What follows belongs to an exercise in optimizing a design on an open flow for small area, a short achievable clock period and few clock cycles; a production flow would make more cautious choices. Power is estimated from default activity; no workload was simulated.

==> flow/design.v <==
`default_nettype none                
`timescale 1ns/1ps                   
/*verilator lint_off UNUSED*/
typedef enum logic [3:0] {
    NOP     = 4'b0000,       
    LDA     = 4'b0001,       
    ADD     = 4'b0010,       
    SUB     = 4'b0011,       
    STA     = 4'b0100,       
    LDI     = 4'b0101,       
    JMP     = 4'b0110,       
    JC      = 4'b0111,       
    JZ      = 4'b1000,       
    NOP_9   = 4'b1001,       
    NOP_A   = 4'b1010,       
    NOP_B   = 4'b1011,       
    NOP_C   = 4'b1100,       
    NOP_D   = 4'b1101,       
    OUT     = 4'b1110,       
    HLT     = 4'b1111        
} op_t;
typedef logic [3:0] addr_t;
typedef logic [7:0] byte_t;
/*verilator lint_on UNUSED*/
`default_nettype none
`timescale 1ns/1ps
module cpu_core (
    output      logic   hlt_o,           
    output      logic   mem_write_o,     
    output      logic   mem_store_o,     
    output      addr_t  mem_waddr_o,     
    output      byte_t  mem_wdata_o,     
    input  wire logic   wr_fwd_i,        
    input  wire addr_t  wr_addr_i,       
    input  wire byte_t  wr_data_i,       
    output      logic [2:0] mem_addr_ev_o,   
    input  wire byte_t  mem_data_ev_i,
    output      logic [2:0] mem_addr_od_o,   
    input  wire byte_t  mem_data_od_i,
    output      addr_t  mem_eaddr_o,     
    input  wire byte_t  mem_edata_i,
    output      logic   out_strobe_o,    
    output      byte_t  out_value_o,     
    input  wire logic   reset_i,
    input  wire logic   clk_en_i,
    input  wire logic   clk
);
addr_t      q;                           
byte_t      ir0;                         
byte_t      ir1;                         
logic       ctl0;                        
addr_t      darg;                        
byte_t      a;                           
logic       cf;                          
logic       o_rdy;                       
function automatic logic is_ctl(input logic [3:0] op);
    is_ctl = (op == NOP) || (op == JMP) || (op == JC) || (op == JZ) ||
           (op == NOP_9) || (op == NOP_A) || (op == NOP_B) || (op == NOP_C) || (op == NOP_D);
endfunction
function automatic logic is_nop(input logic [3:0] op);
    is_nop = (op == NOP) || (op == NOP_9) || (op == NOP_A) || (op == NOP_B) || (op == NOP_C) || (op == NOP_D);
endfunction
function automatic logic [8:0] add8(input logic [7:0] x, input logic [7:0] y, input logic ci);
    logic [8:0] g, p, gn, pn;
    logic [8:0] c;
    g = {x & y, ci};
    p = {x ^ y, 1'b0};
    for (int d = 1; d < 9; d = d * 2) begin
        gn = g;
        pn = p;
        for (int i = d; i < 9; i++) begin
            gn[i] = g[i] | (p[i] & g[i-d]);
            pn[i] = p[i] & p[i-d];
        end
        g = gn;
        p = pn;
    end
    c = g;
    add8 = {c[8], (x ^ y) ^ c[7:0]};
endfunction
op_t        op0, op1, dop;
addr_t      arg0, arg1;
logic       run;
logic       zf;
logic       tk0, tk1;
logic       fold1;
logic       dval;
logic       halt_e;
addr_t      nq, nq1;
logic       fwd0, fwd1;
byte_t      f0, f1;
logic       sub;
byte_t      ax;
logic [8:0] alu;
always_comb op0     = op_t'(ir0[7:4]);
always_comb op1     = op_t'(ir1[7:4]);
always_comb arg0    = ir0[3:0];
always_comb arg1    = ir1[3:0];
always_comb run     = clk_en_i && !hlt_o;
always_comb zf      = (a == 8'h00);
always_comb dop     = ctl0 ? op1 : op0;
always_comb tk0     = (op0 == JMP) || (op0 == JC && cf) || (op0 == JZ && zf);
always_comb tk1     = (op1 == JMP) || (op1 == JC && cf) ||
                      (op1 == JZ && ((op0 == LDI) ? (arg0 == 4'h0) : zf));
always_comb fold1   = (is_nop(op1) || op1 == JMP || op1 == HLT || (op1 == OUT && op0 != OUT) ||
                       (op1 == JC && op0 != ADD && op0 != SUB) ||
                       (op1 == JZ && (op0 == STA || op0 == OUT || op0 == LDI))) &&
                      !(op0 == STA && arg0 == q + 4'h1);
always_comb begin
    dval    = 1'b0;
    halt_e  = 1'b0;
    nq      = q + 4'h1;
    nq1     = q + 4'h2;
    if (ctl0) begin
        if (tk0) begin
            nq      = arg0;
            nq1     = arg0 + 4'h1;
        end else begin
            dval    = 1'b1;
            halt_e  = (op1 == HLT);
            if (is_ctl(op1) && tk1) begin
                nq      = arg1;
                nq1     = arg1 + 4'h1;
            end else begin
                nq      = q + 4'h2;
                nq1     = q + 4'h3;
            end
        end
    end else if (op0 == HLT) begin
        halt_e  = 1'b1;
    end else begin
        dval    = 1'b1;
        if (fold1) begin
            halt_e  = (op1 == HLT);
            if (tk1) begin
                nq      = arg1;
                nq1     = arg1 + 4'h1;
            end else begin
                nq      = q + 4'h2;
                nq1     = q + 4'h3;
            end
        end
    end
    if (reset_i) begin
        nq      = 4'h0;
        nq1     = 4'h1;
    end else if (!run) begin
        nq      = q;
        nq1     = q + 4'h1;
    end
end
always_comb fwd0    = wr_fwd_i && (run || reset_i) && wr_addr_i == nq;
always_comb fwd1    = wr_fwd_i && (run || reset_i) && wr_addr_i == nq1;
always_comb f0      = fwd0 ? wr_data_i : (nq[0] ? mem_data_od_i : mem_data_ev_i);
always_comb f1      = fwd1 ? wr_data_i : (nq[0] ? mem_data_ev_i : mem_data_od_i);
always_comb sub     = (dop == SUB);
always_comb ax      = a ^ {8{sub}};
always_comb alu     = add8(ax, mem_edata_i, 1'b0);
always_comb mem_addr_ev_o = nq1[3:1];
always_comb mem_addr_od_o = nq[3:1];
always_comb mem_eaddr_o  = darg;
always_comb mem_store_o  = dval && (dop == STA);
always_comb mem_write_o  = run && mem_store_o;
always_comb mem_waddr_o  = darg;
always_comb mem_wdata_o  = a;
always_comb out_strobe_o = o_rdy;
always_comb out_value_o  = a;            
always_ff @(posedge clk) begin
    q       <= nq;
    ir0     <= f0;
    ir1     <= f1;
    ctl0    <= is_ctl(f0[7:4]);
    darg    <= is_ctl(f0[7:4]) ? f1[3:0] : f0[3:0];
end
always_ff @(posedge clk) begin
    if (reset_i) begin
        a       <= '0;
        cf      <= 1'b0;
        o_rdy   <= 1'b0;
        hlt_o   <= 1'b0;
    end else begin
        o_rdy   <= 1'b0;
        if (run) begin
            if (dval) begin
                case (dop)
                    LDA:    a        <= mem_edata_i;
                    ADD, SUB: begin
                        a       <= alu[7:0] ^ {8{sub}};
                        cf      <= alu[8];
                    end
                    LDI:    a        <= {4'h0, darg};
                    OUT:    o_rdy    <= 1'b1;
                    default: ;
                endcase
            end
            if (!ctl0 && fold1 && op1 == OUT) begin
                o_rdy   <= 1'b1;
            end
            if (halt_e || f0[7:4] == HLT || (is_nop(f0[7:4]) && f1[7:4] == HLT)) begin
                hlt_o   <= 1'b1;
            end
        end
    end
end
endmodule
`default_nettype wire
`default_nettype none
`timescale 1ns/1ps
module cpu_mem (
    input  wire logic       we_i,        
    input  wire addr_t      waddr_i,     
    input  wire byte_t      wdata_i,     
    input  wire logic [2:0] raddr_ev_i,  
    output      byte_t      rdata_ev_o,
    input  wire logic [2:0] raddr_od_i,  
    output      byte_t      rdata_od_o,
    input  wire addr_t      raddr_e_i,   
    output      byte_t      rdata_e_o,
    input  wire logic       clk
);
byte_t memory [0:15];
always_ff @(posedge clk) begin
    if (we_i) begin
        memory[waddr_i] <= wdata_i;
    end
end
always_comb begin
    rdata_ev_o = '0;
    rdata_od_o = '0;
    for (int i = 0; i < 8; i++) begin
        rdata_ev_o = rdata_ev_o | (memory[2*i]   & {8{raddr_ev_i == 3'(i)}});
        rdata_od_o = rdata_od_o | (memory[2*i+1] & {8{raddr_od_i == 3'(i)}});
    end
end
always_comb begin
    rdata_e_o = '0;
    for (int i = 0; i < 16; i++) begin
        rdata_e_o = rdata_e_o | (memory[i] & {8{raddr_e_i == 4'(i)}});
    end
end
endmodule
`default_nettype wire
`default_nettype none
`timescale 1ns/1ps
module cpu_main (
    input wire  logic       clk_en_i,
    input wire  logic       reset_i,
    output      logic       out_strobe_o,
    output      byte_t      out_value_o,
    output      logic       halt_o,
    input wire  logic       prog_we_i,           
    input wire  addr_t      prog_addr_i,         
    input wire  byte_t      prog_data_i,         
    input wire  logic       clk
);
logic       cpu_we;
logic       cpu_st;
logic       wfwd;
addr_t      cpu_waddr;
byte_t      cpu_wdata;
logic       we;
addr_t      waddr;
byte_t      wdata;
logic [2:0] addr_ev, addr_od;
addr_t      eaddr;
byte_t      data_ev, data_od, edata;
always_comb we      = reset_i ? prog_we_i   : cpu_we;
always_comb wfwd    = reset_i ? prog_we_i   : cpu_st;
always_comb waddr   = reset_i ? prog_addr_i : cpu_waddr;
always_comb wdata   = reset_i ? prog_data_i : cpu_wdata;
cpu_core core (
    .hlt_o(halt_o),
    .mem_write_o(cpu_we),
    .mem_store_o(cpu_st),
    .mem_waddr_o(cpu_waddr),
    .mem_wdata_o(cpu_wdata),
    .wr_fwd_i(wfwd),
    .wr_addr_i(waddr),
    .wr_data_i(wdata),
    .mem_addr_ev_o(addr_ev),
    .mem_data_ev_i(data_ev),
    .mem_addr_od_o(addr_od),
    .mem_data_od_i(data_od),
    .mem_eaddr_o(eaddr),
    .mem_edata_i(edata),
    .out_strobe_o(out_strobe_o),
    .out_value_o(out_value_o),
    .reset_i(reset_i),
    .clk_en_i(clk_en_i),
    .clk(clk)
);
cpu_mem mem (
    .we_i(we),
    .waddr_i(waddr),
    .wdata_i(wdata),
    .raddr_ev_i(addr_ev),
    .rdata_ev_o(data_ev),
    .raddr_od_i(addr_od),
    .rdata_od_o(data_od),
    .raddr_e_i(eaddr),
    .rdata_e_o(edata),
    .clk(clk)
);
endmodule
`default_nettype wire
clock: 7.0 ns
lec_check: 0
abc_area: 1
cap_margin: 20
core_margin: 2
core_utilization: 40
cts_buf_list: sky130_fd_sc_hd__clkbuf_4 sky130_fd_sc_hd__clkbuf_8
setup_slack_margin: 2.8
slew_margin: 20
run.sh (not shown) runs the stock make flow with config.mk's settings and CLKGATE_MAP_FILE= SYNTH_SCRIPT=/design/flow/synth_recipe.tcl, a recipe that flattens the netlist after the stock synthesis.
Then changed:
--- a/flow/design.v
+++ b/flow/design.v
@@ -89,6 +89,7 @@
 addr_t      nq, nq1;
 logic       fwd0, fwd1;
 byte_t      f0, f1;
+logic       f0_ctl, f0_hlt, f0_nop, f1_hlt;
 logic       sub;
 byte_t      ax;
 logic [8:0] alu;
@@ -144,15 +145,18 @@
     if (reset_i) begin
         nq      = 4'h0;
         nq1     = 4'h1;
-    end else if (!run) begin
-        nq      = q;
-        nq1     = q + 4'h1;
     end
 end
-always_comb fwd0    = wr_fwd_i && (run || reset_i) && wr_addr_i == nq;
-always_comb fwd1    = wr_fwd_i && (run || reset_i) && wr_addr_i == nq1;
+always_comb fwd0    = wr_fwd_i && wr_addr_i == nq;
+always_comb fwd1    = wr_fwd_i && wr_addr_i == nq1;
 always_comb f0      = fwd0 ? wr_data_i : (nq[0] ? mem_data_od_i : mem_data_ev_i);
 always_comb f1      = fwd1 ? wr_data_i : (nq[0] ? mem_data_ev_i : mem_data_od_i);
+always_comb begin
+    f0_ctl  = fwd0 ? is_ctl(wr_data_i[7:4]) : (nq[0] ? is_ctl(mem_data_od_i[7:4]) : is_ctl(mem_data_ev_i[7:4]));
+    f0_hlt  = fwd0 ? (wr_data_i[7:4] == HLT) : (nq[0] ? (mem_data_od_i[7:4] == HLT) : (mem_data_ev_i[7:4] == HLT));
+    f0_nop  = fwd0 ? is_nop(wr_data_i[7:4]) : (nq[0] ? is_nop(mem_data_od_i[7:4]) : is_nop(mem_data_ev_i[7:4]));
+    f1_hlt  = fwd1 ? (wr_data_i[7:4] == HLT) : (nq[0] ? (mem_data_ev_i[7:4] == HLT) : (mem_data_od_i[7:4] == HLT));
+end
 always_comb sub     = (dop == SUB);
 always_comb ax      = a ^ {8{sub}};
 always_comb alu     = add8(ax, mem_edata_i, 1'b0);
@@ -166,14 +170,12 @@
 always_comb out_strobe_o = o_rdy;
 always_comb out_value_o  = a;            
 always_ff @(posedge clk) begin
-    q       <= nq;
-    ir0     <= f0;
-    ir1     <= f1;
-    ctl0    <= is_ctl(f0[7:4]);
-    darg    <= is_ctl(f0[7:4]) ? f1[3:0] : f0[3:0];
-end
-always_ff @(posedge clk) begin
     if (reset_i) begin
+        q       <= 4'h0;
+        ir0     <= f0;
+        ir1     <= f1;
+        ctl0    <= f0_ctl;
+        darg    <= f0_ctl ? f1[3:0] : f0[3:0];
         a       <= '0;
         cf      <= 1'b0;
         o_rdy   <= 1'b0;
@@ -181,6 +183,11 @@
     end else begin
         o_rdy   <= 1'b0;
         if (run) begin
+            q       <= nq;
+            ir0     <= f0;
+            ir1     <= f1;
+            ctl0    <= f0_ctl;
+            darg    <= f0_ctl ? f1[3:0] : f0[3:0];
             if (dval) begin
                 case (dop)
                     LDA:    a        <= mem_edata_i;
@@ -196,7 +203,7 @@
             if (!ctl0 && fold1 && op1 == OUT) begin
                 o_rdy   <= 1'b1;
             end
-            if (halt_e || f0[7:4] == HLT || (is_nop(f0[7:4]) && f1[7:4] == HLT)) begin
+            if (halt_e || f0_hlt || (f0_nop && f1_hlt)) begin
                 hlt_o   <= 1'b1;
             end
         end
The new run finished with timing, DRC and antenna clean.
Routed wire length decreases by 2.6%.
Worst setup slack got worse by 0.042 ns.
Sequential share of layout area increases by 0.24 points.
Non-clock buffer count increases by 5.
Total power increases by 14%.
Via count increases by 0.55%.
Design area increases by 3.9%.
No functional check of the RTL was part of any run of this note.

-- static timing again, ports no longer ideal --
The results above use ideal ports. As a check the final layouts listed here were re-extracted and re-timed, cells and wires unchanged. Step 1 sets driving cells, clkbuf_16 on the clock port and buf_2 on the other inputs (assumed; they add their load-dependent delay and slew). Step 2 also shifts input and output timing later by t, the mid clock arrival at the registers, as if the neighbouring blocks saw the same clock. Three values: no drivers, after step 1, after step 2; two values: the first two.
run | t (ns) | setup WS [ns] | worst setup path at the end | latest minus earliest clock arrival (ns)
the first run | 0.513 | 2.953 / 2.977 / 2.464 | input to register | 0.019 / 0.018
the second run | 0.516 | 2.911 / 2.929 / 2.412 | input to register | 0.016 / 0.015
After both steps setup and hold are still met in every run listed. The setup slack of the second run, which loses most, moves by +0.018 ns with the drivers and by -0.499 ns with both steps.
